Source: an optimization exercise on an open RTL-to-GDS flow (aim: a short achievable clock period and few clock cycles). Production flows keep margins and buffers that such runs may drop. The RTL was checked by simulation tests, not by an equivalence proof against the original design. Power figures rest on the tool's default switching activity, not on a simulated workload.

===== flow/standard.sh =====
#!/bin/bash
# synth_recipe.tcl (not shown) runs the flow's synth.tcl, then flattens the netlist and writes it again
# the make line also repeats each setting of config.mk as NAME=value (left out here)
make -C /OpenROAD-flow-scripts/flow DESIGN_CONFIG=/design/flow/config.mk WORK_HOME=/design/flow/orfs CLKGATE_MAP_FILE= SYNTH_SCRIPT=/design/flow/synth_recipe.tcl "${@:-finish}"

===== flow/constraint.sdc =====
create_clock -name core_clock -period 20.0 [get_ports {CLK}]
set_input_delay 4.0000 -clock core_clock [delete_from_list [all_inputs] [get_ports {CLK}]]
set_output_delay 4.0000 -clock core_clock [all_outputs]
set_load 0.01 [all_outputs]

===== flow/flow/run.sh =====
#!/bin/bash
# Layout flow: the standard synthesis unchanged, then the standard ORFS
# layout steps with timing repair aimed well below the clock constraint
# (a larger setup margin and full TNS repair), sizing not held to the cell
# footprint, and port buffers of a stronger cell, so the achieved period is
# pushed down. Each step's full output goes to a log file here; ORFS also
# keeps its per-stage logs under orfs/logs.
set -euo pipefail
MARGIN=${FLOW_SETUP_MARGIN:-14.8}
bash standard.sh synth > flow_synth.log 2>&1
bash standard.sh SETUP_SLACK_MARGIN=$MARGIN TNS_END_PERCENT=100 MATCH_CELL_FOOTPRINT=0 \
  "BUFFER_PORTS_ARGS=-buffer_cell sky130_fd_sc_hd__buf_4" finish > flow_layout.log 2>&1

===== flow/design.v =====
module ALU (
    input  [31:0] alu_q,	 
    input  [31:0] ld_q,		 
    input  [31:0] ex_a,		 
    input  [31:0] ex_b,		 
    input         fa_alu, fa_ld, fb_alu, fb_ld,	 
    input         add, sub, usec, op_and, orr, eor, mov, mvn,
    input         c_in,		 
    output [31:0] opa,
    output [31:0] result,
    output [3:0]  nzcv
);
    assign opa = fa_alu ? alu_q : fa_ld ? ld_q : ex_a;
    wire [31:0] opb = fb_alu ? alu_q : fb_ld ? ld_q : ex_b;
    wire [31:0] bx  = sub ? ~opb : opb;
    wire        cin = usec ? c_in : sub;
    reg [31:0] g, p, gg, pp, gn, pn;
    reg [32:0] sum;
    integer i, l;
    always @(*) begin
        g = opa & bx;
        p = opa ^ bx;
        gg = g;
        pp = p;
        gg[0] = g[0] | (p[0] & cin);
        for (l = 0; l < 5; l = l + 1) begin
            for (i = 0; i < 32; i = i + 1) begin
                if (i >= (1 << l)) begin
                    gn[i] = gg[i] | (pp[i] & gg[i - (1 << l)]);
                    pn[i] = pp[i] & pp[i - (1 << l)];
                end else begin
                    gn[i] = gg[i];
                    pn[i] = pp[i];
                end
            end
            gg = gn;
            pp = pn;
        end
        sum[0] = p[0] ^ cin;
        for (i = 1; i < 32; i = i + 1)
            sum[i] = p[i] ^ gg[i - 1];
        sum[32] = gg[31];
    end
    wire        arith = add | sub;
    wire [31:0] logic_r = ({32{op_and}} & (opa & opb)) |
                          ({32{orr}} & (opa | opb)) |
                          ({32{eor}} & (opa ^ opb)) |
                          ({32{mov}} & opb) |
                          ({32{mvn}} & ~opb);
    assign result = arith ? sum[31:0] : logic_r;
    wire [31:0] zt = {opa[30:0] | bx[30:0], cin};
    wire z_arith = &(~(opa ^ bx ^ zt));
    wire z_logic = ~|logic_r;
    assign nzcv[3] = result[31];
    assign nzcv[2] = arith ? z_arith : z_logic;
    assign nzcv[1] = arith ? (sum[32] ^ sub) : mvn;
    assign nzcv[0] = arith & ((result[31] ^ opa[31]) & ~(opa[31] ^ bx[31]));
endmodule
module ZeroFlag (
    input  [31:0] alu_q, ld_q, ex_a, ex_b,
    input         fa_alu, fa_ld, fb_alu, fb_ld,
    input         add, sub, usec, op_and, orr, eor, mov, mvn,
    input         c_in,
    output        z
);
    wire [31:0] opa = fa_alu ? alu_q : fa_ld ? ld_q : ex_a;
    wire [31:0] opb = fb_alu ? alu_q : fb_ld ? ld_q : ex_b;
    wire [31:0] bx  = sub ? ~opb : opb;
    wire        cin = usec ? c_in : sub;
    wire [31:0] logic_r = ({32{op_and}} & (opa & opb)) |
                          ({32{orr}} & (opa | opb)) |
                          ({32{eor}} & (opa ^ opb)) |
                          ({32{mov}} & opb) |
                          ({32{mvn}} & ~opb);
    wire [31:0] zt = {opa[30:0] | bx[30:0], cin};
    wire z_arith = &(~(opa ^ bx ^ zt));
    wire z_logic = ~|logic_r;
    assign z = (add | sub) ? z_arith : z_logic;
endmodule
module FetchStage (
    input  [31:0] inst,		 
    input  [7:0]  pcw,		 
    input  [3:0]  flags,	 
    input         stable,	 
    input  [7:0]  early_w,	 
    input         allow,	 
    input  [7:0]  early_w_o,	 
    input         allow_o,
    output        take,		 
    output [7:0]  nxt_w,	 
    output [7:0]  nxt_w_o	 
);
    function cond_ok;
        input [3:0] c;
        input [3:0] f;
        begin
            case (c)
                4'd0:  cond_ok = f[2];
                4'd1:  cond_ok = ~f[2];
                4'd2:  cond_ok = f[1];
                4'd3:  cond_ok = ~f[1];
                4'd4:  cond_ok = f[3];
                4'd5:  cond_ok = ~f[3];
                4'd6:  cond_ok = f[0];
                4'd7:  cond_ok = ~f[0];
                4'd8:  cond_ok = f[1] & ~f[2];
                4'd9:  cond_ok = ~f[1] & f[2];
                4'd10: cond_ok = f[3] == f[0];
                4'd11: cond_ok = f[3] != f[0];
                4'd12: cond_ok = ~f[2] & (f[3] == f[0]);
                4'd13: cond_ok = f[2] | (f[3] != f[0]);
                default: cond_ok = 1'b1;
            endcase
        end
    endfunction
    reg [7:0] g, p, gg, pp, gn, pn;
    reg [8:0] sum;
    integer i, l;
    always @(*) begin
        g = pcw & inst[7:0];
        p = pcw ^ inst[7:0];
        gg = g;
        gg[0] = g[0] | p[0];
        pp = p;
        for (l = 0; l < 3; l = l + 1) begin
            for (i = 0; i < 8; i = i + 1) begin
                if (i >= (1 << l)) begin
                    gn[i] = gg[i] | (pp[i] & gg[i - (1 << l)]);
                    pn[i] = pp[i] & pp[i - (1 << l)];
                end else begin
                    gn[i] = gg[i];
                    pn[i] = pp[i];
                end
            end
            gg = gn;
            pp = pn;
        end
        sum[0] = ~p[0];
        for (i = 1; i < 8; i = i + 1)
            sum[i] = p[i] ^ gg[i - 1];
        sum[8] = gg[7];
    end
    wire isbr = (inst[27:26] == 2'b10) & ~inst[24];
    wire pred = stable ? cond_ok(inst[31:28], flags) :
                ((inst[31:28] >= 4'd14) | inst[7]);
    assign take = isbr & pred;
    assign nxt_w = (take & allow) ? sum[7:0] : early_w;
    assign nxt_w_o = (take & allow_o) ? sum[7:0] : early_w_o;
endmodule
module HazardDetectionUnit (
    input  [31:0] ir,
    input         valid,
    input  [14:0] sa, s2, sd,	 
    input  [14:0] pending,
    input         ld_done,
    input  [3:0]  ld_dest,
    input         ex_ld_go,
    input         ex_wr,
    input  [3:0]  ex_dest,
    input         q_full,	 
    input         q_near,	 
    input         ex_mem,
    output        stall
);
    wire [3:0] opc = ir[24:21];
    wire m00 = ir[27:26] == 2'b00;
    wire m01 = ir[27:26] == 2'b01;
    wire is_mem = m01 & (opc == 4'b0100);
    wire is_ld  = is_mem & ir[20];
    wire is_st  = is_mem & ~ir[20];
    wire o_mov = m00 & (opc == 4'b1101);
    wire o_mvn = m00 & (opc == 4'b1111);
    wire d_wb = (m00 & (opc == 4'b1101 || opc == 4'b1111 || opc == 4'b0100 ||
                        opc == 4'b0101 || opc == 4'b0010 || opc == 4'b0110 ||
                        opc == 4'b1100 || opc == 4'b0001 ||
                        (opc == 4'b0000 && ir != 32'hE000_0000))) | is_ld;
    wire [3:0] rn = ir[19:16];
    wire [3:0] rd = ir[15:12];
    wire [3:0] rm = ir[3:0];
    wire [3:0] r2 = is_st ? rd : rm;
    wire use_a = (m00 & ~o_mov & ~o_mvn) | is_mem;
    wire use_m = (m00 & ~ir[25]) | is_st;
    wire breg = m00 & ~ir[25];
    wire bshift = breg & ~ir[4] & (ir[11:7] != 5'd0);
    reg [14:0] busy;
    integer i;
    always @(*)
        for (i = 0; i < 15; i = i + 1)
            busy[i] = (pending[i] & ~(ld_done & (ld_dest == i))) | (ex_ld_go & (ex_dest == i));
    wire haz = (use_a & |(sa & busy)) | (use_m & |(s2 & busy)) | (d_wb & |(sd & busy));
    wire memfull = is_mem & (q_full | (q_near & ex_mem));
    wire shdep = bshift & ((ex_wr & (ex_dest == rm)) | (ld_done & (ld_dest == rm)));
    assign stall = valid & (haz | memfull | shdep);
endmodule
module adder_addr (
    input  [18:0] base,
    input  [18:0] imm_adj,	 
    output [17:0] h_lo,		 
    output [17:0] h_hi		 
);
    wire [18:0] a0 = base + imm_adj;
    wire [18:0] a2 = base + (imm_adj + 19'd2);
    assign h_lo = a0[18:1];
    assign h_hi = a2[18:1];
endmodule
module ARM
	(
		CLK,
		RST,
		INST_ADDR,
		INST_DATA,
		SRAM_ADDR,
		SRAM_WE_N,
		SRAM_DQ_OUT,
		SRAM_DQ_IN
	);
input			CLK;
input			RST;
output	[31:0]	INST_ADDR;
input	[31:0]	INST_DATA;
output	[17:0]	SRAM_ADDR;
output			SRAM_WE_N;
output	[15:0]	SRAM_DQ_OUT;
input	[15:0]	SRAM_DQ_IN;
	function cond_ok;
		input [3:0] c;
		input [3:0] f;	 
		begin
			case (c)
				4'd0:  cond_ok = f[2];
				4'd1:  cond_ok = ~f[2];
				4'd2:  cond_ok = f[1];
				4'd3:  cond_ok = ~f[1];
				4'd4:  cond_ok = f[3];
				4'd5:  cond_ok = ~f[3];
				4'd6:  cond_ok = f[0];
				4'd7:  cond_ok = ~f[0];
				4'd8:  cond_ok = f[1] & ~f[2];
				4'd9:  cond_ok = ~f[1] & f[2];
				4'd10: cond_ok = f[3] == f[0];
				4'd11: cond_ok = f[3] != f[0];
				4'd12: cond_ok = ~f[2] & (f[3] == f[0]);
				4'd13: cond_ok = f[2] | (f[3] != f[0]);
				default: cond_ok = 1'b1;
			endcase
		end
	endfunction
	integer i;
	reg [31:0] pc;
	reg        id_valid;
	reg        ex_valid;
	reg [14:0] rf_set;			 
	reg [3:0]  flags;			 
	reg [14:0] pending;			 
	reg        wb_alu_v, wb_ld_v;	 
	reg        act_v;
	localparam QD = 3;
	localparam QW = 2;
	reg [QW-1:0] q_cnt;
	reg [31:0] rf [0:14];
	reg [31:0] id_ir, id_pc, id_pc4;
	reg [14:0] id_sa, id_s2, id_sd;	 
	reg [3:0]  id_r2;				 
	reg        id_ba_alu, id_ba_ld, id_b2_alu, id_b2_ld;	 
	reg        id_pred;
	reg [3:0]  ex_cond;
	reg        ex_wb, ex_setf, ex_ld, ex_st, ex_br, ex_pred;
	reg [3:0]  ex_dest;
	reg        ex_add, ex_sub, ex_usec, ex_and, ex_orr, ex_eor, ex_mov, ex_mvn;
	reg [31:0] ex_b;
	reg [18:0] ex_imm_adj, ex_imm_adj2;
	reg        ex_early;		 
	reg [31:0] ex_a, ex_m;
	reg        ex_fa_alu, ex_fa_ld, ex_fm_alu, ex_fm_ld, ex_fb_alu, ex_fb_ld;
	reg [31:0] ex_alt_pc;
	reg [31:0] alu_q;			 
	reg [31:0] ld_q;			 
	reg [3:0]  wb_alu_d, wb_ld_d;
	reg        act_ph, act_ld;
	reg [3:0]  act_dest;
	reg [15:0] act_hi, act_lo;
	reg [31:0] pc_o;
	reg        sram_we_n_o;
	reg [17:0] sram_addr_q;		 
	reg [17:0] sram_addr_hi;		 
	reg [15:0] sram_dq_q;
	reg        q_ld [0:QD-1];
	reg [17:0] q_h [0:QD-1];
	reg [31:0] q_d [0:QD-1];
	reg [3:0]  q_dest [0:QD-1];
	wire [31:0] id_tgt;
	assign id_tgt = id_pc4 + {{22{id_ir[7]}}, id_ir[7:0], 2'b00};
	assign INST_ADDR   = pc_o;
	assign SRAM_ADDR   = sram_addr_q;
	assign SRAM_DQ_OUT = sram_dq_q;
	assign SRAM_WE_N   = sram_we_n_o;
	wire ex_pass = cond_ok(ex_cond, flags);
	wire [31:0] opa, result;
	wire [3:0]  nzcv;
	ALU alu (
		.alu_q(alu_q), .ld_q(ld_q), .ex_a(ex_a), .ex_b(ex_b),
		.fa_alu(ex_fa_alu), .fa_ld(ex_fa_ld), .fb_alu(ex_fb_alu), .fb_ld(ex_fb_ld),
		.add(ex_add), .sub(ex_sub), .usec(ex_usec), .op_and(ex_and), .orr(ex_orr),
		.eor(ex_eor), .mov(ex_mov), .mvn(ex_mvn), .c_in(flags[1]),
		.opa(opa), .result(result), .nzcv(nzcv)
	);
	wire [31:0] opm = ex_fm_alu ? alu_q : ex_fm_ld ? ld_q : ex_m;
	wire ex_do    = ex_valid & ex_pass;
	wire ex_wr    = ex_do & ex_wb & ~ex_ld;
	wire ex_redir = ex_valid & ex_br & (ex_pass != ex_pred);
	wire ex_z;
	ZeroFlag zf (
		.alu_q(alu_q), .ld_q(ld_q), .ex_a(ex_a), .ex_b(ex_b),
		.fa_alu(ex_fa_alu), .fa_ld(ex_fa_ld), .fb_alu(ex_fb_alu), .fb_ld(ex_fb_ld),
		.add(ex_add), .sub(ex_sub), .usec(ex_usec), .op_and(ex_and), .orr(ex_orr),
		.eor(ex_eor), .mov(ex_mov), .mvn(ex_mvn), .c_in(flags[1]), .z(ex_z)
	);
	wire z_next = (ex_valid & ex_pass & ex_setf) ? ex_z : flags[2];
	wire id_zbr = id_valid & is_br & (id_ir[31:29] == 3'b000);
	wire id_ztk = id_ir[28] ^ z_next;
	wire id_br_pred = id_zbr ? id_ztk : id_pred;	 
	wire id_near = id_tgt[31:10] == id_pc4[31:10];
	wire id_redir = id_valid & is_br & ~ex_redir &
	                ((id_br_pred != id_pred) | (id_pred & ~id_near));
	wire [31:0] id_redir_pc = id_br_pred ? id_tgt : id_pc4;
	wire [18:0] maddr = opa[18:0] + ex_imm_adj;
	wire [18:0] maddr2 = opa[18:0] + ex_imm_adj2;	 
	wire        iss_v = ex_do & (ex_st | (ex_ld & ~ex_early));
	wire early_abort = ex_valid & ex_ld & ex_early & ~ex_pass;
	wire ld_done   = act_v & act_ph & act_ld;
	wire sram_free = ~act_v | act_ph;
	wire q_pop     = sram_free & (q_cnt != 0);
	wire direct    = sram_free & (q_cnt == 0) & iss_v;
	wire q_push    = iss_v & ~direct;
	wire [QW-1:0] q_cnt_p = q_cnt - q_pop;
	wire [31:0] ld_word = {SRAM_DQ_IN, act_lo};
	wire [3:0] opc = id_ir[24:21];
	wire m00 = id_ir[27:26] == 2'b00;
	wire m01 = id_ir[27:26] == 2'b01;
	wire m10 = id_ir[27:26] == 2'b10;
	wire is_mem = m01 & (opc == 4'b0100);
	wire is_ld  = is_mem & id_ir[20];
	wire is_st  = is_mem & ~id_ir[20];
	wire is_br  = m10 & ~id_ir[24];
	wire o_mov = m00 & (opc == 4'b1101);
	wire o_mvn = m00 & (opc == 4'b1111);
	wire o_add = m00 & (opc == 4'b0100);
	wire o_adc = m00 & (opc == 4'b0101);
	wire o_sub = m00 & (opc == 4'b0010);
	wire o_sbc = m00 & (opc == 4'b0110);
	wire o_and = m00 & (opc == 4'b0000);
	wire o_orr = m00 & (opc == 4'b1100);
	wire o_eor = m00 & (opc == 4'b0001);
	wire o_cmp = m00 & (opc == 4'b1010);
	wire o_tst = m00 & (opc == 4'b1000);
	wire d_wb = o_mov | o_mvn | o_add | o_adc | o_sub | o_sbc | o_orr | o_eor |
	            (o_and & (id_ir != 32'hE000_0000)) | is_ld;
	wire [3:0] rn = id_ir[19:16];
	wire [3:0] rd = id_ir[15:12];
	wire [3:0] rm = id_ir[3:0];
	wire [3:0] r2 = id_r2;
	wire breg = m00 & ~id_ir[25];					 
	wire [4:0] samt = id_ir[4] ? 5'd0 : id_ir[11:7];
	wire bshift = breg & (samt != 5'd0);			 
	reg [31:0] rf_a, rf_m;
	always @(*) begin
		rf_a = 32'b0;
		rf_m = 32'b0;
		for (i = 0; i < 15; i = i + 1) begin
			rf_a = rf_a | ({32{id_sa[i] & rf_set[i]}} & rf[i]) | ({32{id_sa[i] & ~rf_set[i]}} & i);
			rf_m = rf_m | ({32{id_s2[i] & rf_set[i]}} & rf[i]) | ({32{id_s2[i] & ~rf_set[i]}} & i);
		end
	end
	wire [31:0] rd_a = id_ba_alu ? alu_q : id_ba_ld ? ld_q : rf_a;
	wire [31:0] rd_m = id_b2_alu ? alu_q : id_b2_ld ? ld_q : rf_m;
	wire ex_ld_go = ex_do & ex_ld;
	wire id_stall;
	HazardDetectionUnit hdu (
		.ir(id_ir), .valid(id_valid), .sa(id_sa), .s2(id_s2), .sd(id_sd), .pending(pending),
		.ld_done(ld_done), .ld_dest(act_dest), .ex_ld_go(ex_ld_go),
		.ex_wr(ex_wr), .ex_dest(ex_dest),
		.q_full(q_cnt >= QD), .q_near(q_cnt == QD - 1),
		.ex_mem(ex_valid & (ex_ld | ex_st)), .stall(id_stall)
	);
	reg [31:0] shifted;
	always @(*) begin
		case (id_ir[6:5])
			2'b00: shifted = rd_m << samt;
			2'b11: shifted = ({rd_m, rd_m} >> samt);
			default: shifted = rd_m >> samt;
		endcase
	end
	wire [63:0] rot_src = {24'b0, id_ir[7:0], 24'b0, id_ir[7:0]};
	wire [63:0] rot_sh = rot_src >> {id_ir[11:8], 1'b0};
	wire [31:0] imm12 = {{20{id_ir[11]}}, id_ir[11:0]};
	wire [31:0] imm_adj = imm12 - 32'd1024;
	wire early = id_valid & is_ld & ~id_stall & ~ex_redir & sram_free & (q_cnt == 0) &
	             ~(ex_valid & (ex_ld | ex_st)) &
	             ~(ex_wr & (ex_dest == rn)) & ~(ld_done & (act_dest == rn));
	wire [17:0] early_h, early_h2;
	adder_addr ea (.base(rd_a[18:0]), .imm_adj(imm_adj[18:0]), .h_lo(early_h), .h_hi(early_h2));
	function [14:0] onehot;
		input [3:0] r;
		onehot = 15'b1 << r;
	endfunction
	wire f_st = (INST_DATA[27:26] == 2'b01) & (INST_DATA[24:21] == 4'b0100) & ~INST_DATA[20];
	wire [14:0] f_sa = onehot(INST_DATA[19:16]);
	wire [14:0] f_sd = onehot(INST_DATA[15:12]);
	wire [14:0] f_s2 = f_st ? f_sd : onehot(INST_DATA[3:0]);
	wire [3:0]  f_r2 = f_st ? INST_DATA[15:12] : INST_DATA[3:0];
	wire [3:0]  nx_rn = id_stall ? rn : INST_DATA[19:16];
	wire [3:0]  nx_r2 = id_stall ? r2 : f_r2;
	wire [31:0] pc4 = pc + 32'd4;
	wire f_stable = ~(id_valid & id_ir[20]) & ~(ex_valid & ex_setf & ex_pass);
	wire [31:0] pc_early = ex_redir ? ex_alt_pc : id_stall ? pc : pc4;
	wire f_allow = ~ex_redir & ~id_stall & ~id_redir;
	wire [31:0] pc_early2 = id_redir ? id_redir_pc : pc_early;
	wire [31:0] pc_early_o = pc_early2 & {32{~RST}};
	wire f_allow_o = f_allow & ~RST;
	wire f_take;
	wire [31:0] pc_next;
	wire [7:0] f_nxt, f_nxt_o;
	FetchStage fs (
		.inst(INST_DATA), .pcw(pc[9:2]),
		.flags(flags), .stable(f_stable), .early_w(pc_early2[9:2]), .allow(f_allow),
		.early_w_o(pc_early_o[9:2]), .allow_o(f_allow_o),
		.take(f_take), .nxt_w(f_nxt), .nxt_w_o(f_nxt_o)
	);
	assign pc_next = {pc_early2[31:10], f_nxt, pc_early2[1:0]};
	always @(posedge CLK or posedge RST) begin
		if (RST) begin
			pc <= 32'b0;
			id_valid <= 1'b0;
			ex_valid <= 1'b0;
			rf_set <= 15'b0;
			flags <= 4'b0;
			pending <= 15'b0;
			wb_alu_v <= 1'b0;
			wb_ld_v <= 1'b0;
			act_v <= 1'b0;
			q_cnt <= 0;
		end else begin
			pc <= pc_next;
			if (ex_redir | id_redir)
				id_valid <= 1'b0;
			else if (!id_stall)
				id_valid <= 1'b1;
			ex_valid <= id_valid & ~id_stall & ~ex_redir;
			if (ex_do & ex_setf)
				flags <= nzcv;
			wb_alu_v <= ex_wr;
			wb_ld_v <= ld_done;
			for (i = 0; i < 15; i = i + 1)
				if ((wb_alu_v && wb_alu_d == i) || (wb_ld_v && wb_ld_d == i))
					rf_set[i] <= 1'b1;
			for (i = 0; i < 15; i = i + 1) begin
				if (ex_ld_go && ex_dest == i)
					pending[i] <= 1'b1;
				else if (ld_done && act_dest == i)
					pending[i] <= 1'b0;
			end
			if (early_abort)
				act_v <= 1'b0;
			else if (sram_free)
				act_v <= (q_cnt != 0) | iss_v | early;
			q_cnt <= q_cnt_p + q_push;
		end
	end
	wire we_n_next = early_abort ? 1'b1 :
	                 sram_free ? ((q_cnt != 0) ? q_ld[0] : iss_v ? ex_ld : 1'b1) :
	                 act_ld;
	always @(posedge CLK) begin
		pc_o <= {pc_early_o[31:10], f_nxt_o, pc_early_o[1:0]};
		sram_we_n_o <= RST | we_n_next;
		if (!id_stall) begin
			id_ir <= INST_DATA;
			id_pc <= pc;
			id_pred <= f_take;
			id_pc4 <= pc4;
			id_r2 <= f_r2;
		end
		ex_cond <= id_ir[31:28];
		ex_wb <= d_wb;
		ex_setf <= id_ir[20];
		ex_ld <= is_ld;
		ex_st <= is_st;
		ex_br <= is_br;
		ex_pred <= id_br_pred;
		ex_dest <= rd;
		ex_add <= o_add | o_adc | is_mem;
		ex_sub <= o_sub | o_sbc | o_cmp;
		ex_usec <= o_adc | o_sbc;
		ex_and <= o_and | o_tst;
		ex_orr <= o_orr;
		ex_eor <= o_eor;
		ex_mov <= o_mov;
		ex_mvn <= o_mvn;
		ex_b <= breg ? shifted : is_mem ? imm12 : rot_sh[31:0];
		ex_imm_adj <= imm_adj[18:0];
		ex_imm_adj2 <= imm_adj[18:0] + 19'd2;
		ex_early <= early;
		id_sa <= id_stall ? onehot(rn) : f_sa;
		id_s2 <= id_stall ? onehot(r2) : f_s2;
		id_sd <= id_stall ? onehot(rd) : f_sd;
		id_ba_alu <= ex_wr & (ex_dest == nx_rn);
		id_ba_ld <= ld_done & (act_dest == nx_rn);
		id_b2_alu <= ex_wr & (ex_dest == nx_r2);
		id_b2_ld <= ld_done & (act_dest == nx_r2);
		ex_a <= rd_a;
		ex_m <= rd_m;
		ex_fa_alu <= ex_wr & (ex_dest == rn);
		ex_fm_alu <= ex_wr & (ex_dest == r2);
		ex_fa_ld <= ld_done & (act_dest == rn);
		ex_fm_ld <= ld_done & (act_dest == r2);
		ex_fb_alu <= breg & ~bshift & ex_wr & (ex_dest == rm);
		ex_fb_ld <= breg & ~bshift & ld_done & (act_dest == rm);
		ex_alt_pc <= id_br_pred ? id_pc4 : id_tgt;
		alu_q <= result;
		if (wb_alu_v && wb_alu_d != 4'd15)
			rf[wb_alu_d] <= alu_q;
		if (wb_ld_v && wb_ld_d != 4'd15 && !(wb_alu_v && wb_alu_d == wb_ld_d))
			rf[wb_ld_d] <= ld_q;
		wb_alu_d <= ex_dest;
		wb_ld_d <= act_dest;
		if (ld_done)
			ld_q <= ld_word;
		if (sram_free) begin
			act_ph <= 1'b0;
			if (q_cnt != 0) begin
				act_ld <= q_ld[0]; act_dest <= q_dest[0];
				sram_addr_q <= q_h[0]; sram_addr_hi <= q_h[0] + 18'd1;
				sram_dq_q <= q_d[0][15:0]; act_hi <= q_d[0][31:16];
			end else if (iss_v) begin
				act_ld <= ex_ld; act_dest <= ex_dest;
				sram_addr_q <= maddr[18:1]; sram_addr_hi <= maddr2[18:1];
				sram_dq_q <= opm[15:0]; act_hi <= opm[31:16];
			end else begin
				act_ld <= 1'b1; act_dest <= rd;
				sram_addr_q <= early_h; sram_addr_hi <= early_h2;
				sram_dq_q <= opm[15:0];
			end
		end else begin
			act_ph <= 1'b1;
			sram_addr_q <= sram_addr_hi;
			sram_addr_hi <= early_h2;	 
			sram_dq_q <= act_hi;
			act_lo <= SRAM_DQ_IN;
		end
		for (i = 0; i < QD; i = i + 1) begin
			if (q_push && q_cnt_p == i) begin
				q_ld[i] <= ex_ld; q_h[i] <= maddr[18:1]; q_d[i] <= opm; q_dest[i] <= ex_dest;
			end else if (q_pop && i < QD - 1) begin
				q_ld[i] <= q_ld[i+1]; q_h[i] <= q_h[i+1]; q_d[i] <= q_d[i+1]; q_dest[i] <= q_dest[i+1];
			end
		end
	end
endmodule

===== flow/config.mk =====
export PLATFORM = sky130hd
export DESIGN_NAME = ARM
export DESIGN_NICKNAME = ARM
export VERILOG_FILES = /design/flow/design.v
export SDC_FILE = /design/flow/constraint.sdc
export NUM_CORES = 4
export LEC_CHECK = 0
export ABC_CLOCK_PERIOD_IN_PS = 10000
export CAP_MARGIN = 20
export CORE_MARGIN = 2
export CORE_UTILIZATION = 40
export SETUP_SLACK_MARGIN = 3
export SLEW_MARGIN = 20
export SYNTH_HIERARCHICAL = 1

==> results.json, run 1 <==
{
  "status": "timing/DRC/antenna clean",
  "max-cap-violations": 0,
  "crit_type": "reg -> reg",
  "dp_hpwl_um": 223000,
  "static-leakage-power_nw": 35.3,
  "clock-root-buffer": "clkbuf_16",
  "synth-seq-cells": 1214,
  "vias_per_cell": 6.61,
  "critPathMaxStageDelay_ns": 1.08,
  "p_seq_share_pct": 31.2,
  "internal-power_mw": 6.78,
  "ys_async_sr_fraction_pct": 6.01,
  "min_period_ns": 5.50,
  "synthFlopType": "edfxtp_1",
  "insertion_delay_ns": 0.85,
  "worstHoldStart": "id_pc4[0]$_DFFE_PN_",
  "p_per_area_nw_per_um2": 133,
  "num_rows": 163,
  "coreArea_um2": 198000,
  "grt_max_degree": 90,
  "overflow": 0,
  "synth_edf_count": 778,
  "setup_viol": 0,
  "arrival_ns": 6.11,
  "critPathSlowestCell": "o31ai_2",
  "syn_inst": 8233,
  "drt_first_iter_violations": 12100,
  "worstSetupStartpointType": "flop",
  "portBuffers": 116,
  "worstMarginPinSlew_ns": 1.31,
  "hold_buffers": 0,
  "placed_cell_area_um2": 83600,
  "critPathTopFamily": "compound AO/OA/AOI/OAI gates",
  "min_period_over_period_pct": 27.5,
  "power_frac_clock_pct": 21.7,
  "ios": 117,
  "total_power_mw": 12.0,
  "r2r_slack_ns": 14.50,
  "htreeDepth": 4,
  "cts_tree": "built",
  "slew-limit-headroom_pct": 12.4,
  "peakVddDrop_mv": 0.108,
  "netSwitchingFraction_pct": 43.7,
  "rsz0062_at_grt": "yes",
  "synth_area_leaders": "edfxtp_1 29%, dfxtp_1 9.1%, mux2_2 7.7%, ha_1 5.2%, nand3_1 3.9%",
  "die-area_um2": 203000,
  "wirelength_um": 355000,
  "seq_area_frac_synth_pct": 40.7,
  "whs_path_depth": 0,
  "hp-class": "reg -> reg",
  "syn_to_final_growth_pct": 13.5,
  "dr_total_vias": 72300,
  "holdPathEnd": "ex_alt_pc[0]$_DFF_P_",
  "cp-end-kind": "flop",
  "clock_skew_ns": 0.0476,
  "hold_viol_final": 0,
  "power.switching_mw": 5.26,
  "drv_slew": 0,
  "synth_top_area_cell": "edfxtp_1",
  "worst-path-max-fanout": 39,
  "track_usage_pct": 33.4,
  "start_util_pct": 40.3,
  "max_freq_mhz": 182,
  "post-route-util_pct": 45.8,
  "clkTransAtPathRegs_ns": 0.06,
  "drive_gt1_share_pct": 20.0,
  "routedWlPerCell_um": 32.5,
  "grt_pass1_wl_um": 497000,
  "p_comb_share_pct": 47.2,
  "final_area_um2": 90500,
  "final.setup.tns_ns": 0,
  "critPathBufInv": 2,
  "syn_avg_cell_area_um2": 9.69,
  "synth.distinct_cells": 134,
  "cts-buffers-inserted": 143,
  "antenna_found_initial": 17,
  "synth_top_area_share_pct": 29.3,
  "grt_pass1_vias": 68900,
  "fin_nets": 8569,
  "r2r-end": "ex_b[19]$_DFF_P_",
  "crit_cells": 12,
  "first_pass_iters": 17,
  "die_w_um": 451,
  "gp_congestion": 1.01,
  "r2r-start": "id_b2_ld$_DFF_P_",
  "drc": 0,
  "cts_sinks": 1214,
  "drtAntennaViolNets": 0,
  "synth_nets": 8638,
  "worstPathRequired_ns": 20.61,
  "yosysWarnings": 14,
  "ff2ff_path_depth": 12,
  "synthesis.area_um2": 79800,
  "path_cells": "buf_4, buf_4, a31oi_1, nand3_1, nor4_1, o31ai_2, mux2i_1, mux2i_1, o21ai_0, a21oi_1, a221oi_1, a31oi_1",
  "clk_path_buf_depth": 3,
  "die_y_um": 451
}
stage by stage:
step	hold WS (ns)	std cells	setup slack (ns)
2_1_floorplan	0.341	8233	14.42
3_3_place_gp	0.369	10500	13.02
3_5_place_dp	0.357	10500	12.93
4_1_cts	0.371	10900	14.65
5_1_grt	0.390	10900	14.47
6_report	0.377	10900	14.50
power groups by stage:
stage	logic [mW]	registers (mW)	clock network, mW
final	5.68	3.75	2.61
after global routing	5.92	3.79	2.72
after CTS	5.40	3.73	2.62
after detailed placement	5.19	3.80	0
after global placement	5.14	3.79	0
after floorplan	3.25	3.65	0
worst register-to-register path: stages (launching register included):
cell and delay [ns]:
dfxtp_2 0.32, buf_4 0.50, buf_4 0.67, a31oi_1 0.13, nand3_1 0.13, nor4_1 0.13
o31ai_2 1.09, mux2i_1 0.35, mux2i_1 0.59, o21ai_0 0.16, a21oi_1 0.31, a221oi_1 0.17
a31oi_1 0.75
cell families after synthesis:
logic type | count (synthesis) | synth area share (%)
AND/OR/NAND/NOR | 2493 | 15.3
AO/OA/AOI/OAI | 1804 | 15.1
flip-flops | 1214 | 40.7
buffers and inverters | 1030 | 5.12
multiplexers | 935 | 13.5
XOR/XNOR | 402 | 4.55
adder cells (fa/ha/maj) | 355 | 5.77
flip-flops by register name, indices dropped and copies added, names as in the netlist, 16 cells and up:
name and flops:
ld_q 32, pc_o 32, id_pc4 32, q_d 96, rf 480, ex_b 32, ex_m 32, q_h 54
sram_dq_q 16, ex_alt_pc 32, pc 32, alu_q 32, sram_addr_q 18, id_ir 32, sram_addr_hi 18, act_lo 16
ex_a 32, act_hi 16
modules after synthesis, one instance, submodules excluded:
module               area, um2  flops+latches  copies in the design
ALU                       7150              0                     1
ARM                      64200           1214                     1
FetchStage                 840              0                     1
ZeroFlag                  4410              0                     1
HazardDetectionUnit       1360              0                     1
adder_addr                1830              0                     1
final cells by class:
| type | instances | area [um2] |
|---|---|---|
| clock buffers | 204 | 4020 |
| multi-input cells | 5989 | 44400 |
| flip-flops and latches | 1214 | 32600 |
| fillers | 18700 | 107000 |
| repair inverters | 1 | 5.00 |
| inverters | 362 | 1380 |
| clock inverters | 57 | 562 |
| diodes | 9 | 22.5 |
| repair buffers | 453 | 4250 |
| well taps | 2640 | 3300 |
worst max-delay path by stage:
| stage | endpoint | from | slack [ns] |
|---|---|---|---|
| 4_1_cts | pc_o[4]$_DFF_P_ | ex_fb_ld$_DFF_P_ | 14.65 |
| 5_1_grt | pc_o[6]$_DFF_P_ | ex_fb_ld$_DFF_P_ | 14.47 |
| 2_1_floorplan | pc[4]$_DFF_PP0_ | INST_DATA[31] | 14.42 |
| 3_3_place_gp | pc[4]$_DFF_PP0_ | ex_fb_ld$_DFF_P_ | 13.02 |
| 6_report | ex_b[19]$_DFF_P_ | id_b2_ld$_DFF_P_ | 14.50 |
| 3_5_place_dp | pc[8]$_DFF_PP0_ | ex_fb_ld$_DFF_P_ | 12.93 |
cells in the mapped netlist (89+ instances only):
library cell  count
a21oi_1         355
a22oi_1         177
buf_1            89
clkbuf_1        513
dfxtp_1         363
edfxtp_1        778
ha_1            333
inv_1           354
mux2_2          549
mux2i_1         293
nand2_1         741
nand3_1         616
nand4_1         192
nor2_1          374
nor3_1           97
nor4_1          106
o21ai_0         431
o22ai_1          98
xnor2_1         239
xor2_1          155
timing repair:
item	CTS	global route
resized for setup	263	94
endpoints found under the setup margin	277	153
pin swaps	18	25
gates cloned	8	2
buffers inserted	74	27
placed cells by master (no fill, tap or decap), drive strengths merged, types with 333 or more instances in the layout:
cell    count
a21oi     370
buf       438
dfxtp     363
edfxtp    778
ha        333
inv       359
mux2      594
nand2     741
nand3     617
nor2      376
o21ai     445
metal layers:
layer	GRT usage, %	wire length (um)	vias to the layer above	share of wire (%)
li1	-	-	30300	-
met4	19.4	26900	12	7.6
met1	43.1	135000	35000	38
met5	0	127	-	0.036
met3	10.2	44500	1488	13
met2	49.5	148000	5408	42
Testbench counts, summed over its fixed seeds: cycles 42,135.
==> inputs of run 2 (changes only) <==
--- a/flow/config.mk
+++ b/flow/config.mk
@@ -11,2 +11,4 @@
 export CORE_UTILIZATION = 40
+export CTS_CLUSTER_DIAMETER = 100
+export CTS_CLUSTER_SIZE = 20
 export SETUP_SLACK_MARGIN = 3
==> results.json, run 2 <==
{
  "die-area_um2": 203000,
  "antenna_found_initial": 16,
  "yosysMostFrequentCell": "edfxtp_1",
  "hp-class": "reg -> reg",
  "setup_slack_ns": 14.49,
  "ff2ff_path_depth": 24,
  "vias_per_cell": 6.62,
  "coreArea_um2": 198000,
  "cts-buffers-inserted": 78,
  "clock-root-buffer": "clkbuf_16",
  "reg_top3": "rf: 480 flops, q_d: 96 flops, q_h: 54 flops",
  "layout_commonest_cell": "edfxtp_1",
  "clock_skew_ns": 0.0549,
  "yosysWarnings": 14,
  "final.setup.tns_ns": 0,
  "gp_congestion": 1.01,
  "synth_nets": 8638,
  "p_per_area_nw_per_um2": 126,
  "post-route-util_pct": 44.8,
  "grt_max_degree": 90,
  "synthesis.area_um2": 79800,
  "hold_buffers": 0,
  "place_ws_ns": 12.93,
  "status": "timing/DRC/antenna clean",
  "start_util_pct": 40.3,
  "overflow": 0,
  "largest_reg_flops": 480,
  "first_pass_iters": 10,
  "final_cell_mix": "778 x edfxtp_1, 719 x nand2_1, 611 x nand3_1",
  "seq_area_frac_synth_pct": 40.7,
  "crit_type": "reg -> reg",
  "track_usage_pct": 33.3,
  "slew-limit-headroom_pct": 11.7,
  "syn_avg_cell_area_um2": 9.69,
  "synthFlopType": "edfxtp_1",
  "drt_first_iter_violations": 11900,
  "setup_viol": 0,
  "synth_common_cells": "778 x edfxtp_1, 741 x nand2_1, 616 x nand3_1",
  "dp_hpwl_um": 223000,
  "insertion_delay_ns": 0.78,
  "grt_pass1_wl_um": 495000,
  "grt_pass1_vias": 68300,
  "synth-seq-cells": 1214,
  "whs_path_depth": 0,
  "cts_tree": "built",
  "synth_edf_count": 778,
  "num_rows": 163,
  "portBuffers": 116,
  "drv_slew": 0,
  "cts_sinks": 1214,
  "drc": 0,
  "syn_to_final_growth_pct": 11.0,
  "hold_viol_final": 0,
  "ys_async_sr_fraction_pct": 6.01,
  "fin_nets": 8513,
  "min_period_ns": 5.51,
  "cp-end-kind": "flop",
  "rsz0062_at_grt": "yes",
  "clkTransAtPathRegs_ns": 0.09,
  "synth_top_area_share_pct": 29.3,
  "die_y_um": 451,
  "min_period_over_period_pct": 27.5,
  "arrival_ns": 6.15,
  "dr_total_vias": 71600,
  "regMostFlops": "rf",
  "worstSetupStartpointType": "flop",
  "drive_gt1_share_pct": 19.2,
  "synth_area_leaders": "edfxtp_1 29%, dfxtp_1 9.1%, mux2_2 7.7%, ha_1 5.2%, nand3_1 3.9%",
  "worst-path-max-fanout": 7,
  "holdWs_ns": 0.377,
  "max_freq_mhz": 182,
  "clk_path_buf_depth": 3,
  "ios": 117,
  "drtAntennaViolNets": 0,
  "static-leakage-power_nw": 34.3,
  "htreeDepth": 3,
  "synth_top_area_cell": "edfxtp_1",
  "die_w_um": 451,
  "peakVddDrop_mv": 0.108,
  "syn_inst": 8233,
  "wirelength_um": 353000,
  "max-cap-violations": 0,
  "routedWlPerCell_um": 32.7,
  "worstMarginPinSlew_ns": 1.32,
  "synth.distinct_cells": 134,
  "worstPathRequired_ns": 20.65
}
-- run 2: report_power, final --
part / internal, mW / leakage [nW] / total, mW / switching, mW
combinational: 1.93 / 21.8 / 5.67 / 3.74
sequential: 3.36 / 11.3 / 3.75 / 0.390
clock: 0.816 / 1.21 / 1.78 / 0.968
total: 6.10 / 34.3 / 11.2 / 5.09
-- run 2: kinds of logic after synthesis --
group	count (synthesis)	share of synthesized area, %
AO/OA/AOI/OAI	1804	15.1
XOR/XNOR	402	4.55
adder cells (fa/ha/maj)	355	5.77
buffers and inverters	1030	5.12
flip-flops	1214	40.7
multiplexers	935	13.5
AND/OR/NAND/NOR	2493	15.3
-- run 2: what timing repair did --
action                     in CTS  in global routing
pin swaps                      21                 20
setup endpoints to repair     277                134
cloned                          7                  3
setup buffers                  76                 32
gates resized for setup       270                 88
-- run 2: worst max-delay path, cell delays in order, from the launching register on --
cell and delay (ns):
edfxtp_1 0.68, mux2_4 0.39, mux2i_4 0.21, buf_4 0.15, xor2_1 0.15, ha_1 0.18
xor2_1 0.36, nand4_1 0.16, nor3_2 0.22, nand4_1 0.15, o21ai_4 0.12, buf_12 0.15
nand3b_1 0.09, a21o_1 0.20, nor3b_4 0.16, buf_6 0.14, a21oi_2 0.11, and4_1 0.22
and3_4 0.21, buf_12 0.11, nor2_4 0.05, nor4_4 0.21, nand3_2 0.17, o22ai_4 0.41
mux2_4 0.34
-- run 2: path summary, 6_finish.rpt --
check,from,endpoint,slack [ns]
hold / removal,id_pc4[0]$_DFFE_PN_,ex_alt_pc[0]$_DFF_P_,0.38
hold reg to reg,id_pc4[0]$_DFFE_PN_,ex_alt_pc[0]$_DFF_P_,0.38
setup reg to reg,ld_q[2]$_DFFE_PP_,pc_o[6]$_DFF_P_,14.49
max in group asynchronous,RST,rf_set[13]$_DFFE_PP0P_,15.46
setup / recovery,ld_q[2]$_DFFE_PP_,pc_o[6]$_DFF_P_,14.49
min in group asynchronous,RST,pc[15]$_DFF_PP0_,3.56
-- run 2: layout make-up --
class,count,area (um2)
Timing Repair inverter,1,5.00
Sequential cell,1214,32600
Clock buffer,117,2210
Clock inverter,23,284
Fill cell,18900,109000
Antenna cell,5,12.5
Timing Repair Buffer,462,4350
Inverter,362,1380
Tap cell,2640,3300
Multi-Input combinational cell,5989,44400
-- run 2: routing by layer --
metal / share of wire (%) / up-vias / global-route usage, % / wire, um
met3: 13 / 1311 / 9.67 / 44500
met5: 0.0096 / - / 0.0473 / 34
met4: 7.2 / 4 / 19.4 / 25600
met1: 38 / 34800 / 43.0 / 134000
met2: 42 / 5315 / 49.3 / 149000
li1: - / 30100 / - / -
-- run 2: metrics by stage --
| stage | instances | instance area (um2) | total power [mW] |
|---|---|---|---|
| after floorplan | 8233 | 79900 | 6.90 |
| after global placement | 10500 | 83600 | 8.93 |
| after detailed placement | 10500 | 83600 | 8.99 |
| after CTS | 10800 | 87800 | 10.9 |
| after global routing | 10800 | 88500 | 11.6 |
| final | 10800 | 88500 | 11.2 |
-- run 2: per-module statistics from Yosys (local to each module, per instance) --
module	cells inside	flops+latches	times used	cell area, um2
ALU	1013	0	1	7150
ZeroFlag	477	0	1	4410
ARM	6218	1214	1	64200
adder_addr	220	0	1	1830
HazardDetectionUnit	203	0	1	1360
FetchStage	102	0	1	840
==> inputs of run 3 (changes only) <==
--- a/flow/design.v
+++ b/flow/design.v
@@ -262,2 +262,3 @@
 	reg [14:0] id_sa, id_s2, id_sd;	 
+	reg [14:0] id_sa_h, id_s2_h;		 
 	reg [3:0]  id_r2;				 
@@ -369,4 +370,6 @@
 		for (i = 0; i < 15; i = i + 1) begin
-			rf_a = rf_a | ({32{id_sa[i] & rf_set[i]}} & rf[i]) | ({32{id_sa[i] & ~rf_set[i]}} & i);
-			rf_m = rf_m | ({32{id_s2[i] & rf_set[i]}} & rf[i]) | ({32{id_s2[i] & ~rf_set[i]}} & i);
+			rf_a[15:0] = rf_a[15:0] | ({16{id_sa[i] & rf_set[i]}} & rf[i][15:0]) | ({16{id_sa[i] & ~rf_set[i]}} & i);
+			rf_m[15:0] = rf_m[15:0] | ({16{id_s2[i] & rf_set[i]}} & rf[i][15:0]) | ({16{id_s2[i] & ~rf_set[i]}} & i);
+			rf_a[31:16] = rf_a[31:16] | ({16{id_sa_h[i] & rf_set[i]}} & rf[i][31:16]);
+			rf_m[31:16] = rf_m[31:16] | ({16{id_s2_h[i] & rf_set[i]}} & rf[i][31:16]);
 		end
@@ -415,5 +418,4 @@
 	wire [31:0] pc_early = ex_redir ? ex_alt_pc : id_stall ? pc : pc4;
-	wire f_allow = ~ex_redir & ~id_stall & ~id_redir;
-	wire [31:0] pc_early2 = id_redir ? id_redir_pc : pc_early;
-	wire [31:0] pc_early_o = pc_early2 & {32{~RST}};
+	wire f_allow = ~ex_redir & ~id_stall;
+	wire [31:0] pc_early_o = pc_early & {32{~RST}};
 	wire f_allow_o = f_allow & ~RST;
@@ -424,3 +426,3 @@
 		.inst(INST_DATA), .pcw(pc[9:2]),
-		.flags(flags), .stable(f_stable), .early_w(pc_early2[9:2]), .allow(f_allow),
+		.flags(flags), .stable(f_stable), .early_w(pc_early[9:2]), .allow(f_allow),
 		.early_w_o(pc_early_o[9:2]), .allow_o(f_allow_o),
@@ -428,3 +430,3 @@
 	);
-	assign pc_next = {pc_early2[31:10], f_nxt, pc_early2[1:0]};
+	assign pc_next = id_redir ? id_redir_pc : {pc_early[31:10], f_nxt, pc_early[1:0]};
 	always @(posedge CLK or posedge RST) begin
@@ -472,3 +474,3 @@
 	always @(posedge CLK) begin
-		pc_o <= {pc_early_o[31:10], f_nxt_o, pc_early_o[1:0]};
+		pc_o <= (id_redir & ~RST) ? id_redir_pc : {pc_early_o[31:10], f_nxt_o, pc_early_o[1:0]};
 		sram_we_n_o <= RST | we_n_next;
@@ -503,2 +505,4 @@
 		id_s2 <= id_stall ? onehot(r2) : f_s2;
+		id_sa_h <= id_stall ? onehot(rn) : f_sa;
+		id_s2_h <= id_stall ? onehot(r2) : f_s2;
 		id_sd <= id_stall ? onehot(rd) : f_sd;
--- a/flow/config.mk
+++ b/flow/config.mk
@@ -11,4 +11,2 @@
 export CORE_UTILIZATION = 40
-export CTS_CLUSTER_DIAMETER = 100
-export CTS_CLUSTER_SIZE = 20
 export SETUP_SLACK_MARGIN = 3
==> results.json, run 3 <==
{
  "max_freq_mhz": 186,
  "synthesis.area_um2": 79500,
  "worst-path-max-fanout": 47,
  "crit_end": "ex_b[25]$_DFF_P_",
  "min_period_ns": 5.39,
  "reg_top3": "rf: 480 flops, q_d: 96 flops, q_h: 54 flops",
  "clock-root-buffer": "clkbuf_16",
  "coreArea_um2": 197000,
  "synth_top_area_cell": "edfxtp_1",
  "synth_edf_count": 778,
  "netSwitchingFraction_pct": 43.6,
  "wirelength_um": 352000,
  "regMostFlops": "rf",
  "start_util_pct": 40.3,
  "internal-power_mw": 6.76,
  "largest_reg_flops": 480,
  "synthFlopType": "edfxtp_1",
  "setup_viol": 0,
  "p_seq_share_pct": 31.3,
  "fin_nets": 8457,
  "worstSetupStartpointType": "flop",
  "num_rows": 163,
  "grt_pass1_wl_um": 491000,
  "track_usage_pct": 33.1,
  "antenna_found_initial": 18,
  "insertion_delay_ns": 0.84,
  "htreeDepth": 4,
  "synth_nets": 8555,
  "fillers": 18700,
  "grt_pass1_vias": 68000,
  "static-leakage-power_nw": 34.7,
  "r2r-end": "ex_b[25]$_DFF_P_",
  "overflow": 0,
  "seqCellArea_um2": 32600,
  "syn_to_final_growth_pct": 13.1,
  "hp-class": "reg -> reg",
  "first_pass_iters": 10,
  "final_cell_mix": "778 x edfxtp_1, 635 x nand2_1, 583 x nand3_1",
  "synth_top_family_by_area": "simple AND/OR/NAND/NOR gates",
  "portBuffers": 116,
  "syn_inst": 8150,
  "setup_slack_ns": 14.61,
  "drive_gt1_share_pct": 19.5,
  "min_period_over_period_pct": 26.9,
  "worstSetupStartpoint": "id_b2_ld$_DFF_P_",
  "synthAdderAreaFrac_pct": 5.80,
  "grt_max_degree": 88,
  "place_ws_ns": 12.77,
  "drtAntennaViolNets": 0,
  "yosysWarnings": 14,
  "post-route-util_pct": 45.5,
  "vias_per_cell": 6.65,
  "max-cap-violations": 0,
  "synth.distinct_cells": 126,
  "crit_type": "reg -> reg",
  "routedWlPerCell_um": 32.5,
  "die-area_um2": 202000,
  "synthMuxAreaShare_pct": 13.7,
  "clock_skew_ns": 0.0773,
  "cts_sinks": 1214,
  "cts_tree": "built",
  "synth_area_leaders": "edfxtp_1 29%, dfxtp_1 9.1%, mux2_2 8.0%, ha_1 5.2%, mux2i_1 3.8%",
  "synth-seq-cells": 1214,
  "ff2ff_path_depth": 13,
  "drt_first_iter_violations": 12200,
  "ios": 117,
  "yosysMostFrequentCell": "edfxtp_1",
  "p_comb_share_pct": 47.0,
  "worstPathRequired_ns": 20.62,
  "dp_hpwl_um": 219000,
  "r2r_slack_ns": 14.61,
  "syn_avg_cell_area_um2": 9.75,
  "peakVddDrop_mv": 0.0805,
  "rsz0062_at_grt": "yes",
  "seq_area_frac_synth_pct": 40.8,
  "gp_congestion": 1.02,
  "drv_slew": 0,
  "cts-buffers-inserted": 141,
  "synthSimpleGateAreaFrac_pct": 15.4,
  "r2r-start": "id_b2_ld$_DFF_P_",
  "cp-end-kind": "flop",
  "final.setup.tns_ns": 0,
  "synth_compound_gate_area_share_pct": 14.8,
  "holdWs_ns": 0.394,
  "status": "timing/DRC/antenna clean",
  "slew-limit-headroom_pct": 17.5,
  "synth-xor-area-share_pct": 4.56,
  "synth_top_area_share_pct": 29.4,
  "power_frac_clock_pct": 21.7,
  "hold_viol_final": 0,
  "dr_total_vias": 71900,
  "die_w_um": 450,
  "clk_path_buf_depth": 3,
  "arrival_ns": 6.01,
  "worstMarginPinSlew_ns": 1.24,
  "hold_buffers": 0,
  "power.switching_mw": 5.23,
  "die_y_um": 450,
  "clkTransAtPathRegs_ns": 0.06,
  "p_per_area_nw_per_um2": 133,
  "drc": 0,
  "ys_async_sr_fraction_pct": 6.01,
  "layout_commonest_cell": "edfxtp_1",
  "synth_common_cells": "778 x edfxtp_1, 653 x nand2_1, 591 x nand3_1",
  "multi_input_area_um2": 44200
}
## run 3: changes by cell type after synthesis, sizes merged, moves of 11 or more
cell	before	now
a22oi	177	203
nand2	741	655
inv	358	331
nand3	617	592
a21oi	370	351
o211ai	48	32
and2	38	49
a21o	64	45
nor2	376	411
mux2	594	610
nor3	99	126
o21ai	445	429
## run 3: worst min path at each step
stage                                   start                   end  slack (ns)  cells past startpoint
after floorplan           id_pc4[0]$_DFFE_PN_  ex_alt_pc[0]$_DFF_P_        0.35                      0
after global placement    id_pc4[1]$_DFFE_PN_  ex_alt_pc[1]$_DFF_P_        0.38                      0
after detailed placement  id_pc4[0]$_DFFE_PN_  ex_alt_pc[0]$_DFF_P_        0.37                      0
after CTS                 id_pc4[0]$_DFFE_PN_  ex_alt_pc[0]$_DFF_P_        0.40                      0
after global routing      id_pc4[0]$_DFFE_PN_  ex_alt_pc[0]$_DFF_P_        0.41                      0
final                     id_pc4[0]$_DFFE_PN_  ex_alt_pc[0]$_DFF_P_        0.39                      0
## run 3: what timing repair did
| action | 4_1_cts | 5_1_grt |
|---|---|---|
| resized for setup | 244 | 67 |
| cloned | 4 | 3 |
| pin swaps | 13 | 2 |
| endpoints found under the setup margin | 308 | 156 |
| setup buffers | 46 | 21 |
## run 3: final cells by class
class | instances | share of cell area, %
diodes | 16 | 0.0445
clock buffers | 189 | 4.33
clock inverters | 65 | 0.754
inverters | 334 | 1.43
multi-input cells | 5947 | 49.2
flip-flops and latches | 1214 | 36.3
well taps | 2640 | 3.67
repair buffers | 414 | 4.32
## run 3: Yosys stat by module, one instance, submodules excluded
module,cell area (um2),times used
ARM,64100,1
ALU,7150,1
ZeroFlag,4100,1
adder_addr,1870,1
HazardDetectionUnit,1360,1
FetchStage,840,1
## run 3: logic make-up (layout without fill, tap and decap cells)
group / Yosys count / count (layout)
simple gates: 2472 / 2473
compound gates: 1760 / 1760
flops: 1214 / 1214
buf+inv: 990 / 1002
mux: 959 / 959
xor+xnor: 400 / 400
fa+ha+maj: 355 / 355
other cells: 0 / 16
## run 3: power by group through the flow
stage          clock network [mW]  logic [mW]  registers [mW]
2_1_floorplan                   0        3.29            3.65
3_3_place_gp                    0        5.19            3.79
5_1_grt                      2.71        5.87            3.80
3_5_place_dp                    0        5.23            3.79
6_report                     2.60        5.63            3.75
4_1_cts                      2.62        5.38            3.75
## run 3: per-stage QoR
step | cells | power, mW | cell area [um2]
final | 10800 | 12.0 | 89900
after global routing | 10800 | 12.4 | 89800
after CTS | 10800 | 11.8 | 89300
after detailed placement | 10500 | 9.02 | 83300
after global placement | 10500 | 8.97 | 83300
after floorplan | 8150 | 6.95 | 79600
## run 3: per-layer routing
metal  wire length [um]  GRT usage [%]  vias to the layer above
met3              46900           10.2                     1396
met5                350          0.900                        -
met1             133000           43.1                    34800
met4              23800           18.2                       16
met2             147000           48.9                     5638
li1                   -              -                    30000
## run 3: critical path, stage by stage, from the launching register on
cell and delay (ns):
dfxtp_2 0.31, buf_4 0.64, buf_4 0.48, a31oi_1 0.07, nand3_1 0.13, nor4_1 0.06, o31ai_2 0.95, mux2i_1 0.30
mux2_2 0.37, mux2i_1 0.55, nand2_1 0.17, nor3_1 0.17, nor3_1 0.09, o221ai_1 0.78
Testbench counts of run 3, summed over its fixed seeds: cycles 42,135.
==> inputs of run 4 (changes only) <==
--- a/flow/config.mk
+++ b/flow/config.mk
@@ -10,3 +10,3 @@
 export CORE_MARGIN = 2
-export CORE_UTILIZATION = 40
+export CORE_UTILIZATION = 50
 export SETUP_SLACK_MARGIN = 3
==> results.json, run 4 <==
{
  "drtAntennaViolNets": 0,
  "drc": 0,
  "die_y_um": 403,
  "synth_edf_count": 778,
  "worstHoldStart": "act_lo[4]$_DFFE_PP_",
  "clock_skew_ns": 0.0636,
  "worstSetupStartpoint": "id_s2_h[5]$_DFF_P_",
  "grt_pass1_vias": 67300,
  "antenna_found_initial": 26,
  "syn_avg_cell_area_um2": 9.75,
  "overflow": 0,
  "yosysMostFrequentCell": "edfxtp_1",
  "dp_hpwl_um": 222000,
  "wirelength_um": 349000,
  "htreeDepth": 4,
  "ios": 117,
  "dp.cells": 9902,
  "drt_first_iter_violations": 12100,
  "drive_gt1_share_pct": 19.8,
  "clkTransAtPathRegs_ns": 0.06,
  "syn_inst": 8150,
  "cts_tree": "built",
  "max-cap-violations": 0,
  "grt_pass1_wl_um": 487000,
  "arrival_ns": 6.04,
  "synthesis.area_um2": 79500,
  "coreArea_um2": 158000,
  "worstPathRequired_ns": 20.59,
  "syn_to_final_growth_pct": 12.4,
  "clock-root-buffer": "clkbuf_16",
  "yosysWarnings": 14,
  "vias_per_cell": 7.02,
  "post-route-util_pct": 56.5,
  "status": "timing/DRC/antenna clean",
  "p_per_area_nw_per_um2": 135,
  "final_cell_mix": "778 x edfxtp_1, 635 x nand2_1, 583 x nand3_1",
  "synth_common_cells": "778 x edfxtp_1, 653 x nand2_1, 591 x nand3_1",
  "track_usage_pct": 41.3,
  "drv_slew": 0,
  "hp-class": "reg -> reg",
  "synth_top_area_cell": "edfxtp_1",
  "portBuffers": 116,
  "clk_path_buf_depth": 3,
  "setup_viol": 0,
  "peakVddDrop_mv": 0.112,
  "final.setup.tns_ns": 0,
  "insertion_delay_ns": 0.83,
  "max_freq_mhz": 183,
  "min_period_ns": 5.46,
  "synth_top_area_share_pct": 29.4,
  "worstSetupStartpointType": "flop",
  "synthFlopType": "edfxtp_1",
  "static-leakage-power_nw": 34.8,
  "routedWlPerCell_um": 34.0,
  "rsz0062_at_grt": "yes",
  "start_util_pct": 50.3,
  "synth_area_leaders": "edfxtp_1 29%, dfxtp_1 9.1%, mux2_2 8.0%, ha_1 5.2%, mux2i_1 3.8%",
  "reg_top3": "rf: 480 flops, q_d: 96 flops, q_h: 54 flops",
  "fillers": 13800,
  "cts_sinks": 1214,
  "hold_viol_final": 0,
  "slew-limit-headroom_pct": 7.92,
  "cp-end-kind": "flop",
  "largest_reg_flops": 480,
  "r2r-start": "id_s2_h[5]$_DFF_P_",
  "grt_max_degree": 88,
  "ys_async_sr_fraction_pct": 6.01,
  "fin_cells": 10300,
  "synth_nets": 8555,
  "seq_area_frac_synth_pct": 40.8,
  "synth-seq-cells": 1214,
  "min_period_over_period_pct": 27.3,
  "first_pass_iters": 12,
  "hold_buffers": 0,
  "gp_congestion": 1.03,
  "cts-buffers-inserted": 140,
  "worstMarginPinSlew_ns": 1.37,
  "regMostFlops": "rf",
  "synth.distinct_cells": 126,
  "layout_commonest_cell": "edfxtp_1",
  "crit_type": "reg -> reg",
  "worst-path-max-fanout": 18,
  "fin_nets": 8465,
  "num_rows": 146,
  "dr_total_vias": 72000,
  "die_w_um": 403,
  "die-area_um2": 162000
}
-- run 4: cell count changes in the layout (fill, tap and decap cells not counted), sizes merged --
cell / previous run / this run
buf: 399 / 419
bufinv: 6 / 15
clkinv: 49 / 41
inv: 341 / 334
diode: 16 / 11
clkinvlp: 3 / 6
clkbuf: 204 / 203
nand2: 656 / 655
-- run 4: worst paths after layout --
kind	endpoint	slack, ns	depth (start not counted)
max	ex_b[25]$_DFF_P_	14.54	11
min	ld_q[4]$_DFFE_PP_	0.39	0
max reg2reg	ex_b[25]$_DFF_P_	14.54	11
min reg2reg	ld_q[4]$_DFFE_PP_	0.39	0
max in group asynchronous	rf_set[7]$_DFFE_PP0P_	15.88	3
min in group asynchronous	pc[24]$_DFF_PP0_	3.32	2
-- run 4: repair_timing --
| action | in CTS | in global routing |
|---|---|---|
| pin swaps | 11 | 8 |
| endpoints found under the setup margin | 295 | 153 |
| gates resized for setup | 235 | 79 |
| setup buffers | 42 | 40 |
| cloned | 2 | 2 |
-- run 4: critical path, stage by stage, from the launching register on --
cell and delay [ns]:
dfxtp_2 1.08, buf_4 0.62, nand3_1 0.14, nand4_1 0.13
nor4_1 0.13, o31ai_2 0.97, mux2i_1 0.27, a22oi_1 0.25
o21ai_0 0.41, nor2_1 0.22, nor3_1 0.09, o221ai_1 0.94
-- run 4: report_power, final --
part | internal [mW] | switching, mW | total [mW]
clock | 1.58 | 1.13 | 2.71
combinational | 1.94 | 3.63 | 5.57
sequential | 3.37 | 0.456 | 3.82
-- run 4: through the flow --
step | total power, mW | cell area [um2] | worst slack (ns) | hold WS, ns
after global routing | 12.5 | 89300 | 14.68 | 0.409
after detailed placement | 8.98 | 82600 | 13.13 | 0.371
after floorplan | 6.95 | 79600 | 14.17 | 0.350
after CTS | 11.8 | 88600 | 14.72 | 0.401
after global placement | 8.93 | 82600 | 13.23 | 0.373
final | 12.1 | 89300 | 14.54 | 0.395
-- run 4: final cells by class --
cell class	instances	area (um2)	share of cell area, %
multi-input combinational	5946	44200	49.4
sequential	1214	32600	36.5
clock buffer	198	3930	4.40
timing repair buffer	424	3880	4.35
tap	2072	2590	2.90
inverter	334	1290	1.44
clock inverter	62	836	0.936
antenna	11	27.5	0.0308
-- run 4: per-module statistics from Yosys (local to each module, per instance) --
module / area [um2] / cells inside / flops+latches
ZeroFlag: 4100 / 478 / 0
FetchStage: 840 / 102 / 0
adder_addr: 1870 / 231 / 0
ARM: 64100 / 6123 / 1214
ALU: 7150 / 1013 / 0
HazardDetectionUnit: 1360 / 203 / 0
-- run 4: logic make-up after synthesis --
group	share of synthesized area (%)
flops	40.8
fa+ha+maj	5.80
simple gates	15.4
mux	13.7
compound gates	14.8
buf+inv	4.92
xor+xnor	4.56
-- run 4: metal layers --
layer  GRT usage, %  vias up  wire length (um)
met1           54.3    34700            132000
met3           13.9     1582             48400
met5          0.803        -               365
met4           21.8       34             25200
li1               -    30100                 -
met2           59.8     5690            143000
==> inputs of run 5 (changes only) <==
--- a/flow/design.v
+++ b/flow/design.v
@@ -262,3 +262,3 @@
 	reg [14:0] id_sa, id_s2, id_sd;	 
-	reg [14:0] id_sa_h, id_s2_h;		 
+	reg [14:0] id_sae, id_sae_h, id_sac, id_s2e, id_s2e_h, id_s2c;
 	reg [3:0]  id_r2;				 
@@ -366,2 +366,6 @@
 	reg [31:0] rf_a, rf_m;
+	reg [14:0] rf_set_nx;			 
+	always @(*)
+		for (i = 0; i < 15; i = i + 1)
+			rf_set_nx[i] = rf_set[i] | (wb_alu_v && wb_alu_d == i) | (wb_ld_v && wb_ld_d == i);
 	always @(*) begin
@@ -370,6 +374,6 @@
 		for (i = 0; i < 15; i = i + 1) begin
-			rf_a[15:0] = rf_a[15:0] | ({16{id_sa[i] & rf_set[i]}} & rf[i][15:0]) | ({16{id_sa[i] & ~rf_set[i]}} & i);
-			rf_m[15:0] = rf_m[15:0] | ({16{id_s2[i] & rf_set[i]}} & rf[i][15:0]) | ({16{id_s2[i] & ~rf_set[i]}} & i);
-			rf_a[31:16] = rf_a[31:16] | ({16{id_sa_h[i] & rf_set[i]}} & rf[i][31:16]);
-			rf_m[31:16] = rf_m[31:16] | ({16{id_s2_h[i] & rf_set[i]}} & rf[i][31:16]);
+			rf_a[15:0] = rf_a[15:0] | ({16{id_sae[i]}} & rf[i][15:0]) | ({16{id_sac[i]}} & i);
+			rf_m[15:0] = rf_m[15:0] | ({16{id_s2e[i]}} & rf[i][15:0]) | ({16{id_s2c[i]}} & i);
+			rf_a[31:16] = rf_a[31:16] | ({16{id_sae_h[i]}} & rf[i][31:16]);
+			rf_m[31:16] = rf_m[31:16] | ({16{id_s2e_h[i]}} & rf[i][31:16]);
 		end
@@ -415,2 +419,4 @@
 	wire [3:0]  nx_r2 = id_stall ? r2 : f_r2;
+	wire [14:0] nx_sa = id_stall ? onehot(rn) : f_sa;
+	wire [14:0] nx_s2 = id_stall ? onehot(r2) : f_s2;
 	wire [31:0] pc4 = pc + 32'd4;
@@ -454,5 +460,3 @@
 			wb_ld_v <= ld_done;
-			for (i = 0; i < 15; i = i + 1)
-				if ((wb_alu_v && wb_alu_d == i) || (wb_ld_v && wb_ld_d == i))
-					rf_set[i] <= 1'b1;
+			rf_set <= rf_set_nx;
 			for (i = 0; i < 15; i = i + 1) begin
@@ -503,6 +507,10 @@
 		ex_early <= early;
-		id_sa <= id_stall ? onehot(rn) : f_sa;
-		id_s2 <= id_stall ? onehot(r2) : f_s2;
-		id_sa_h <= id_stall ? onehot(rn) : f_sa;
-		id_s2_h <= id_stall ? onehot(r2) : f_s2;
+		id_sa <= nx_sa;
+		id_s2 <= nx_s2;
+		id_sae <= nx_sa & rf_set_nx;
+		id_sae_h <= nx_sa & rf_set_nx;
+		id_sac <= nx_sa & ~rf_set_nx;
+		id_s2e <= nx_s2 & rf_set_nx;
+		id_s2e_h <= nx_s2 & rf_set_nx;
+		id_s2c <= nx_s2 & ~rf_set_nx;
 		id_sd <= id_stall ? onehot(rd) : f_sd;
--- a/flow/config.mk
+++ b/flow/config.mk
@@ -10,3 +10,3 @@
 export CORE_MARGIN = 2
-export CORE_UTILIZATION = 50
+export CORE_UTILIZATION = 40
 export SETUP_SLACK_MARGIN = 3
==> results.json, run 5 <==
{
  "status": "timing/DRC/antenna clean",
  "synthesis.area_um2": 79900,
  "seq_area_frac_synth_pct": 42.1,
  "internal-power_mw": 7.02,
  "overflow": 0,
  "yosysWarnings": 14,
  "num_rows": 164,
  "dp.cells": 10400,
  "dr.max_layer_used": "met5",
  "drive_gt1_share_pct": 20.6,
  "rsz0062_at_grt": "yes",
  "vias_per_cell": 6.49,
  "static-leakage-power_nw": 35.2,
  "cp-end-kind": "flop",
  "drt_first_iter_violations": 11000,
  "syn_inst": 8059,
  "power.switching_mw": 5.10,
  "synth-seq-cells": 1272,
  "drtAntennaViolNets": 0,
  "portBuffers": 116,
  "max_freq_mhz": 186,
  "hold_buffers": 0,
  "grt_pass1_vias": 66500,
  "regMostFlops": "rf",
  "layout_commonest_cell": "nand2_1",
  "synth_nets": 8464,
  "final.setup.tns_ns": 0,
  "track_usage_pct": 31.9,
  "met1_length_um": 133000,
  "p_comb_share_pct": 44.1,
  "worstPathRequired_ns": 20.61,
  "grt_max_degree": 79,
  "final_cell_mix": "846 x nand2_1, 778 x edfxtp_1, 563 x mux2_2",
  "peakVddDrop_mv": 0.112,
  "hold_viol_final": 0,
  "power_frac_clock_pct": 23.4,
  "cts-buffers-inserted": 145,
  "yosysMostFrequentCell": "nand2_1",
  "ios": 117,
  "drc": 0,
  "htreeDepth": 4,
  "insertion_delay_ns": 0.86,
  "p_seq_share_pct": 32.5,
  "die_w_um": 451,
  "routedWlPerCell_um": 31.4,
  "syn_avg_cell_area_um2": 9.91,
  "antenna_found_initial": 11,
  "min_period_over_period_pct": 26.9,
  "fin_cells": 10800
}
==> run 5: path summary, 6_finish.rpt <==
path / from / to / slack [ns] / depth (start not counted)
hold reg to reg: id_pc4[0]$_DFFE_PN_ / ex_alt_pc[0]$_DFF_P_ / 0.40 / 0
max in group asynchronous: RST / pending[3]$_DFFE_PP0P_ / 15.59 / 3
setup / recovery: id_b2_ld$_DFF_P_ / ex_b[15]$_DFF_P_ / 14.62 / 11
setup reg to reg: id_b2_ld$_DFF_P_ / ex_b[15]$_DFF_P_ / 14.62 / 11
min in group asynchronous: RST / pc[1]$_DFF_PP0_ / 3.34 / 2
hold / removal: id_pc4[0]$_DFFE_PN_ / ex_alt_pc[0]$_DFF_P_ / 0.40 / 0
==> run 5: area by class of cell <==
type,instances,area [um2]
clock buffers,174,3870
repair buffers,413,3930
multi-input cells,5834,43800
clock inverters,95,1150
diodes,6,15.0
fillers,18700,108000
flip-flops and latches,1272,33800
well taps,2656,3320
inverters,346,1320
==> run 5: critical path, cell delays in order, from the launching register on <==
cell      delay (ns)
dfxtp_2         0.31
buf_4           0.27
inv_2           0.96
o32ai_1         0.37
o21ai_1         0.99
mux2i_1         0.17
mux2i_1         0.48
nand2_1         0.09
o21ai_0         0.24
o211ai_1        0.14
a21boi_0        0.15
o21ai_0         0.94
==> run 5: Yosys stat by module (local to each module, per instance) <==
| module | cells inside | times used |
|---|---|---|
| adder_addr | 231 | 1 |
| ALU | 1013 | 1 |
| HazardDetectionUnit | 203 | 1 |
| ZeroFlag | 480 | 1 |
| ARM | 6030 | 1 |
| FetchStage | 102 | 1 |
==> run 5: timing repair <==
| action | CTS | global route |
|---|---|---|
| pin swaps | 25 | 26 |
| cloned | 7 | 5 |
| resized for setup | 248 | 96 |
| endpoints found under the setup margin | 354 | 145 |
| buffers inserted | 63 | 37 |
==> run 5: per-stage QoR <==
step / hold slack, ns / total power [mW] / setup slack (ns)
2_1_floorplan: 0.348 / 7.03 / 14.16
3_3_place_gp: 0.361 / 8.87 / 12.72
3_5_place_dp: 0.367 / 8.92 / 12.62
4_1_cts: 0.383 / 11.9 / 14.63
5_1_grt: 0.416 / 12.6 / 14.60
6_report: 0.403 / 12.1 / 14.62
==> run 5: cells by family after synthesis <==
kind of cell	share of synthesized area, %
AO/OA/AOI/OAI	17.3
buffers and inverters	4.77
flip-flops	42.1
adder cells (fa/ha/maj)	5.77
AND/OR/NAND/NOR	12.5
multiplexers	13.1
XOR/XNOR	4.42
==> run 5: layer usage <==
| metal | GRT usage, % | up-vias |
|---|---|---|
| li1 | - | 29800 |
| met1 | 42.6 | 34400 |
| met2 | 47.7 | 4828 |
| met3 | 7.84 | 1090 |
| met4 | 16.1 | 10 |
| met5 | 0 | - |
==> run 5: power groups by stage <==
stage | registers, mW | clock network, mW | logic (mW)
floorplan | 3.79 | 0 | 3.24
global placement | 3.98 | 0 | 4.89
detailed placement | 3.98 | 0 | 4.94
CTS | 3.93 | 2.85 | 5.13
global route | 3.98 | 2.96 | 5.67
finish | 3.94 | 2.84 | 5.35
Testbench counts of run 5, summed over its fixed seeds: cycles 42,135.

Check on run 5: ideal ports give 14.616 ns setup slack; a clkbuf_16 on the clock port and buf_2 on the inputs give 14.578 ns; moving port delays by the midpoint clock arrival (0.914 ns) as well gives 13.875 ns.
